What follows belongs to an exercise in optimizing a design on an open flow for small area and a short achievable clock period; a production flow would make more cautious choices.
The RTL was checked by simulation tests, not by an equivalence proof against the original design.

Design EdgeRasterizer, start of the top module:
module EdgeRasterizer(clock,
						in_sig_start_new_triangle,
						in_sig_get_boundary_coords,
						in_sig_form_edges,
						in_sig_pixel_loop_setup,
						in_sig_rasterize_pixels,
						in_v0_screen_x, in_v0_screen_y,
						in_v1_screen_x, in_v1_screen_y,
						in_v2_screen_x, in_v2_screen_y,
						in_v0_depth, in_v1_depth, in_v2_depth,
						in_color,
						out_sig_rasterize_write_pixel,
						out_sig_rasterize_done,
						out_pixel_x, out_pixel_y,
						out_pixel_depth,
						out_pixel_color);
==> flow/config.mk <==
export PLATFORM = sky130hd
export DESIGN_NAME = EdgeRasterizer
export DESIGN_NICKNAME = EdgeRasterizer
export VERILOG_FILES = /design/flow/design.v
export SDC_FILE = /design/flow/constraint.sdc
export NUM_CORES = 4
export LEC_CHECK = 0
export CAP_MARGIN = 20
export CORE_MARGIN = 2
export CORE_UTILIZATION = 40
export SLEW_MARGIN = 45
==> flow/constraint.sdc <==
create_clock -name core_clock -period 28.0 [get_ports {clock}]
set_input_delay 5.6000 -clock core_clock [delete_from_list [all_inputs] [get_ports {clock}]]
set_output_delay 5.6000 -clock core_clock [all_outputs]
set_load 0.01 [all_outputs]
run.sh (not shown) runs the stock make flow with config.mk's settings and CLKGATE_MAP_FILE= SYNTH_SCRIPT=/design/flow/synth_recipe.tcl, a recipe that flattens the netlist after the stock synthesis.
The starting point finished with timing, DRC and antenna clean.
==> next run, changes <==
--- a/flow/design.v
+++ b/flow/design.v
@@ -869,31 +869,26 @@
 		input [8:0] i3;
 		dinv = (d == 2'd0) ? 9'd0 : (d == 2'd1) ? {1'b0, i1} : (d == 2'd2) ? {i1, 1'b0} : i3;
 	endfunction
 	wire [8:0] di0 = dinv(dep0, inv, inv3);
 	wire [8:0] m1v = dinv(dep1, inv, inv3) - di0;
 	wire [8:0] m2v = dinv(dep2, inv, inv3) - di0;
 	wire [15:0] e0 = area - e1 - e2;
 	wire in_tri = ~e0[15] & ~e1[15] & ~e2[15];
 	wire [8:0] t1 = s1v[8:0] + c1v[8:0];
 	wire [8:0] t2 = s2v[8:0] + c2v[8:0];
 	wire [10:0] dsum = {2'b00, t1} + {2'b00, t2} + {2'b00, dep0, 1'b1, 6'd0};
 	wire [1:0] dq = (dsum[10:9] != 2'b00) ? 2'b11 : dsum[8:7];
-	wire [16:0] xc, yc;
-	assign xc[0] = nincx;
-	assign yc[0] = nincy;
-	assign xc[16:1] = x & xc[15:0];
-	assign yc[16:1] = y & yc[15:0];
-	wire [15:0] xi = x ^ xc[15:0];
-	wire [15:0] yi = y ^ yc[15:0];
+	wire [15:0] xi = x + {15'd0, nincx};
+	wire [15:0] yi = y + {15'd0, nincy};
 	wire [15:0] nx = nsel ? r4 : xi;
 	wire atx = natx;
 	wire [15:0] nxn = ~nx, yin = ~yi;
 	wire nx1_max = (max_x ^ nxn) == {max_x[14:0] | nxn[14:0], 1'b0};
 	wire yi1_max = (r5 ^ yin) == {r5[14:0] | yin[14:0], 1'b0};
 	wire aty = naty;
 	wire [15:0] ea1 = setup_bc ? f1s : atx ? rs1 : e1;
 	wire [15:0] eb1 = setup_bc ? {f1c[14:0], 1'b0} : atx ? r2 : r0;
 	wire [15:0] ea2 = setup_bc ? f2s : atx ? rs2 : e2;
 	wire [15:0] eb2 = setup_bc ? {f2c[14:0], 1'b0} : atx ? r3 : r1;
 	wire [15:0] e1n = ea1 + eb1;
 	wire [15:0] e2n = ea2 + eb2;
@@ -926,26 +921,26 @@
 		end
 		if (st | bd | fe)
 			r4 <= st ? in_v2_screen_x : ph_a ? xj : x;
 		if (ph_a | rs) begin
 			x <= ph_a ? mnx : nx;
 			y <= ph_a ? mny : yi;
 		end
 		if (ph_a | ls) begin
 			p1l <= ph_a ? a1[8:0] : m1v;
 			p2l <= ph_a ? a2[8:0] : m2v;
 		end
 		if (ph_a | fe | ls | (rs & ~hold)) begin
-			e1 <= (ph_a | ph_b) ? (ph_a ? b2 : xd) : e1n;
-			e2 <= (ph_a | ph_b) ? (ph_a ? b1 : xd) : e2n;
+			e1 <= ph_a ? b2 : ph_b ? xd : e1n;
+			e2 <= ph_a ? b1 : ph_b ? xd : e2n;
 		end
 		if (ph_b | ls | (rs & wrap)) begin
 			rs1 <= e1n;
 			rs2 <= e2n;
 		end
 		if (ls | rs) begin
 			nsel <= ~ph_c & wrap;
 			nincx <= ~ph_c & ~atx;
 			nincy <= ~ph_c & wrap;
 			natx <= ph_c ? x == max_x : hold | (wrap ? w0 : nx1_max);
 			naty <= ph_c ? y == r5 : wrap ? yi1_max : naty;
 		end
What happened: Clock skew is about the same. Critical path depth falls by 5. Count of clock-buffer cells in the layout increases by 5. Wire length shrinks by 1.3%. First-iteration DRC count goes up by 9.1%. Worst setup slack improves by 49 ps.

---

EdgeRasterizer, a different RTL version from the one above (not shown whole).
Size: roughly 3,300 cells after synthesis, about 280 flip-flops, about 180 I/O pins, roughly 31,000 µm² of cells after synthesis.
export LEC_CHECK = 0
export CAP_MARGIN = 20
export CORE_MARGIN = 2
export CORE_UTILIZATION = 40
export SLEW_MARGIN = 20
create_clock -name core_clock -period 28.0 [get_ports {clock}]
==> next run, changes <==
--- a/flow/design.v
+++ b/flow/design.v
@@ -804,13 +804,15 @@
 	wire m2t_s343 = m2t_s315 ^ m2t_c284 ^ m2t_c314;
 	wire m2t_c344 = (m2t_s315 & m2t_c284) | (m2t_s315 & m2t_c314) | (m2t_c284 & m2t_c314);
 	wire m2t_s345 = m2t_s317 ^ m2t_c288 ^ m2t_c316;
 	wire m2t_c346 = (m2t_s317 & m2t_c288) | (m2t_s317 & m2t_c316) | (m2t_c288 & m2t_c316);
 	wire [15:0] s2v = {m2t_s345, m2t_s343, m2t_s341, m2t_s339, m2t_s337, m2t_s335, m2t_s333, m2t_s331, m2t_s329, m2t_s327, m2t_s325, m2t_s323, m2t_s321, m2t_s319, m2t_p2, m2t_p1};
 	wire [15:0] c2v = {m2t_c344, m2t_c342, m2t_c340, m2t_c338, m2t_c336, m2t_c334, m2t_c332, m2t_c330, m2t_c328, m2t_c326, m2t_c324, m2t_c322, m2t_c320, m2t_p32, m2t_p17, 1'b0};
-	wire [15:0] area_c = e1 - e2;
+	wire [15:0] area_c;
+	wire area_cc;
+	EdgeRasterizer_add16 u_area(e1, ~e2, 1'b1, area_c, area_cc);
 	wire [15:0] u1 = (ph_c & j1) ? area_c : 16'd0;
 	wire [15:0] f1s = s1v ^ c1v ^ u1;
 	wire [15:0] f1c = (s1v & c1v) | (s1v & u1) | (c1v & u1);
 	wire [15:0] u2 = (ph_c & j2) ? area_c : 16'd0;
 	wire [15:0] f2s = s2v ^ c2v ^ u2;
 	wire [15:0] f2c = (s2v & c2v) | (s2v & u2) | (c2v & u2);
@@ -838,20 +840,26 @@
 		(area_c[7:0] <= 8'd32) ? 8'd4 :
 		(area_c[7:0] <= 8'd42) ? 8'd3 :
 		(area_c[7:0] <= 8'd64) ? 8'd2 :
 		(area_c[7:0] <= 8'd128) ? 8'd1 : 8'd0;
 	wire [8:0] dd1 = {7'd0, dep1} - {7'd0, dep0};
 	wire [8:0] dd2 = {7'd0, dep2} - {7'd0, dep0};
-	wire [15:0] e0 = area - e1 - e2;
+	wire [15:0] z0s = area ^ ~e1 ^ ~e2;
+	wire [15:0] z0c = (area & ~e1) | (area & ~e2) | (~e1 & ~e2);
+	wire [15:0] e0;
+	wire e0_c;
+	EdgeRasterizer_add16 u_e0(z0s, {z0c[14:0], 1'b1}, 1'b1, e0, e0_c);
 	wire in_tri = ~e0[15] & ~e1[15] & ~e2[15];
 	wire [8:0] t1 = s1v[8:0] + c1v[8:0];
 	wire [8:0] t2 = s2v[8:0] + c2v[8:0];
 	wire [10:0] dsum = {2'b00, t1} + {2'b00, t2} + {2'b00, dep0, 1'b1, 6'd0};
 	wire [1:0] dq = (dsum[10:9] != 2'b00) ? 2'b11 : dsum[8:7];
-	wire [15:0] xi = x + {15'd0, nincx};
-	wire [15:0] yi = y + {15'd0, nincy};
+	wire [15:0] xi, yi;
+	wire xi_c, yi_c;
+	EdgeRasterizer_add16 u_xi(x, 16'd0, nincx, xi, xi_c);
+	EdgeRasterizer_add16 u_yi(y, 16'd0, nincy, yi, yi_c);
 	wire [15:0] nx = nsel ? r4 : xi;
 	wire atx = (nx == max_x);
 	wire aty = (yi == r5);
 	wire [15:0] ea1 = setup_bc ? f1s : atx ? rs1 : e1;
 	wire [15:0] eb1 = setup_bc ? {f1c[14:0], 1'b0} : atx ? r2 : r0;
 	wire [15:0] ea2 = setup_bc ? f2s : atx ? rs2 : e2;
Outcome: The changed run completed without violations. Non-clock buffer count falls by 9. Die area goes down by a few percent. Area after synthesis drops by a few percent. Maximum frequency falls slightly. Setup slack loses 48 ps. Wire length fell by a few percent.

---

Setup of rev 12:
EdgeRasterizer, a different RTL version from the one above (not shown whole).
Size: about 3500 cells after synthesis, about 32000 µm² of cells after synthesis.
Settings: LEC_CHECK=0, CAP_MARGIN=20, CORE_MARGIN=2, CORE_UTILIZATION=40, SLEW_MARGIN=20; clock period 28.0 ns.
What rev 13 does differently from rev 12 at the input level:
--- a/flow/design.v
+++ b/flow/design.v
@@ -77,16 +77,17 @@
 	reg [1:0] dep0, dep1, dep2;
 	reg [15:0] color;
 	reg [15:0] max_x;		 
 	reg [15:0] x, y;
 	reg [15:0] area;
 	reg [15:0] e1, e2;
 	reg [15:0] rs1, rs2;	 
 	reg [8:0] p1l, p2l;	 
+	reg [15:0] q1r, q2r;	 
 	reg j1, j2;
 	reg nsel, nincx, nincy;	 
 	reg natx, naty;		 
 	reg w0, h0;		 
 	wire [15:0] vx0 = r0, vy0 = r1, vx1 = r2, vy1 = r3, vx2 = r4, vy2 = r5;
 	wire [15:0] a1, a2, b1, b2;
 	wire ca1, ca2, cb1, cb2;	 
 	EdgeRasterizer_add16 u_a1(vy2, ~vy0, 1'b1, a1, ca1);	 
@@ -118,18 +119,18 @@
 			assign mxx_z[gi] = ~|mxx[gi - 1:0];
 			assign mxy_z[gi] = ~|mxy[gi - 1:0];
 		end
 	endgenerate
 	wire [15:0] mxx_m1 = mxx ^ mxx_z;
 	wire [15:0] mxy_m1 = mxy ^ mxy_z;
 	wire [15:0] p1 = {r0[15:9], p1l};
 	wire [15:0] p2 = {r1[15:9], p2l};
-	wire [15:0] q1 = e1;
-	wire [15:0] q2 = e2;
+	wire [15:0] q1 = q1r;
+	wire [15:0] q2 = q2r;
 	wire m1t_p1 = p1[0] & q1[0];
 	wire m1t_p2 = p1[1] & q1[0];
 	wire m1t_p3 = p1[2] & q1[0];
 	wire m1t_p4 = p1[3] & q1[0];
 	wire m1t_p5 = p1[4] & q1[0];
 	wire m1t_p6 = p1[5] & q1[0];
 	wire m1t_p7 = p1[6] & q1[0];
 	wire m1t_p8 = p1[7] & q1[0];
@@ -816,17 +817,17 @@
 	wire m2t_s341 = m2t_s313 ^ m2t_c280 ^ m2t_c312;
 	wire m2t_c342 = (m2t_s313 & m2t_c280) | (m2t_s313 & m2t_c312) | (m2t_c280 & m2t_c312);
 	wire m2t_s343 = m2t_s315 ^ m2t_c284 ^ m2t_c314;
 	wire m2t_c344 = (m2t_s315 & m2t_c284) | (m2t_s315 & m2t_c314) | (m2t_c284 & m2t_c314);
 	wire m2t_s345 = m2t_s317 ^ m2t_c288 ^ m2t_c316;
 	wire m2t_c346 = (m2t_s317 & m2t_c288) | (m2t_s317 & m2t_c316) | (m2t_c288 & m2t_c316);
 	wire [15:0] s2v = {m2t_s345, m2t_s343, m2t_s341, m2t_s339, m2t_s337, m2t_s335, m2t_s333, m2t_s331, m2t_s329, m2t_s327, m2t_s325, m2t_s323, m2t_s321, m2t_s319, m2t_p2, m2t_p1};
 	wire [15:0] c2v = {m2t_c344, m2t_c342, m2t_c340, m2t_c338, m2t_c336, m2t_c334, m2t_c332, m2t_c330, m2t_c328, m2t_c326, m2t_c324, m2t_c322, m2t_c320, m2t_p32, m2t_p17, 1'b0};
-	wire [15:0] area_c = rs1 - rs2;
+	wire [15:0] area_c = e1 - e2;
 	wire [15:0] u1 = (ph_c & j1) ? area_c : 16'd0;
 	wire [15:0] f1s = s1v ^ c1v ^ u1;
 	wire [15:0] f1c = (s1v & c1v) | (s1v & u1) | (c1v & u1);
 	wire [15:0] u2 = (ph_c & j2) ? area_c : 16'd0;
 	wire [15:0] f2s = s2v ^ c2v ^ u2;
 	wire [15:0] f2c = (s2v & c2v) | (s2v & u2) | (c2v & u2);
 	wire [15:0] xd;
 	wire xd_c;
@@ -881,19 +882,21 @@
 			dep0 <= in_v0_depth;
 			dep1 <= in_v1_depth;
 			dep2 <= in_v2_depth;
 			color <= in_color;
 		end
 		if (st | bd) begin
 			r0 <= st ? in_v0_screen_x : a1;
 			r1 <= st ? in_v0_screen_y : a2;
-			r2 <= bd ? b1 : in_v1_screen_x;
-			r3 <= bd ? b2 : in_v1_screen_y;
-			r5 <= bd ? mxy_m1 : in_v2_screen_y;
+			r5 <= st ? in_v2_screen_y : mxy_m1;
+		end
+		if (st | bd) begin
+			r2 <= st ? in_v1_screen_x : b1;
+			r3 <= st ? in_v1_screen_y : b2;
 		end
 		if (st | bd | fe)
 			r4 <= st ? in_v2_screen_x : ph_a ? xj : x;
 		if (bd) begin
 			max_x <= mxx_m1;
 			w0 <= mnx == mxx;
 			h0 <= mny == mxy;
 			j1 <= iy1;
@@ -905,20 +908,24 @@
 		end
 		if (ls)
 			area <= area_c;
 		if (bd | ls) begin
 			p1l <= ph_a ? a1[8:0] : dd1 * {1'b0, inv};
 			p2l <= ph_a ? a2[8:0] : dd2 * {1'b0, inv};
 		end
 		if (bd | fe | ls | (rs & ~hold)) begin
-			e1 <= ph_a ? b2 : ph_b ? xd : e1n;
-			e2 <= ph_a ? b1 : ph_b ? xd : e2n;
+			q1r <= ph_a ? b2 : ph_b ? xd : e1n;
+			q2r <= ph_a ? b1 : ph_b ? xd : e2n;
+		end
+		if (fe | ls | (rs & ~hold)) begin
+			e1 <= e1n;
+			e2 <= e2n;
 		end
-		if (fe | ls | (rs & wrap)) begin
+		if (ls | (rs & wrap)) begin
 			rs1 <= e1n;
 			rs2 <= e2n;
 		end
 		if (ls | rs) begin
 			nsel <= ~ph_c & wrap;
 			nincx <= ~ph_c & ~atx;
 			nincy <= ~ph_c & wrap;
 			natx <= ph_c ? w0 : hold | (wrap ? w0 : nx == max_x);
==> comparison <==
Rev 12 went all the way through synthesis, placement and routing and the layout is clean on timing, DRC and antenna.
Rev 13 ended with every stage complete and zero timing, DRC or antenna violations.
Rev 12 has lower number of cells traversed by the worst register-to-register path than rev 13.
Rev 13 vs. rev 12: count of buffering cells on the critical path with inverters included went down by 2.
In the tables for rev 13 and rev 12, cell area after layout reads lower with rev 12.
In the flow results for rev 13 and rev 12, the die area is larger on rev 13.
Lower netlist area before placement goes to rev 12 over rev 13.
Compared with rev 12, rev 13 shows a global-route wire length before repair that is 4.1% higher.
The termination of the worst setup path comes out p1l[8] in one run and r1[9] in the other, namely in rev 13 and rev 12 respectively.
Re count of non-filler cells in the finished layout: rev 12 was lower than rev 13.
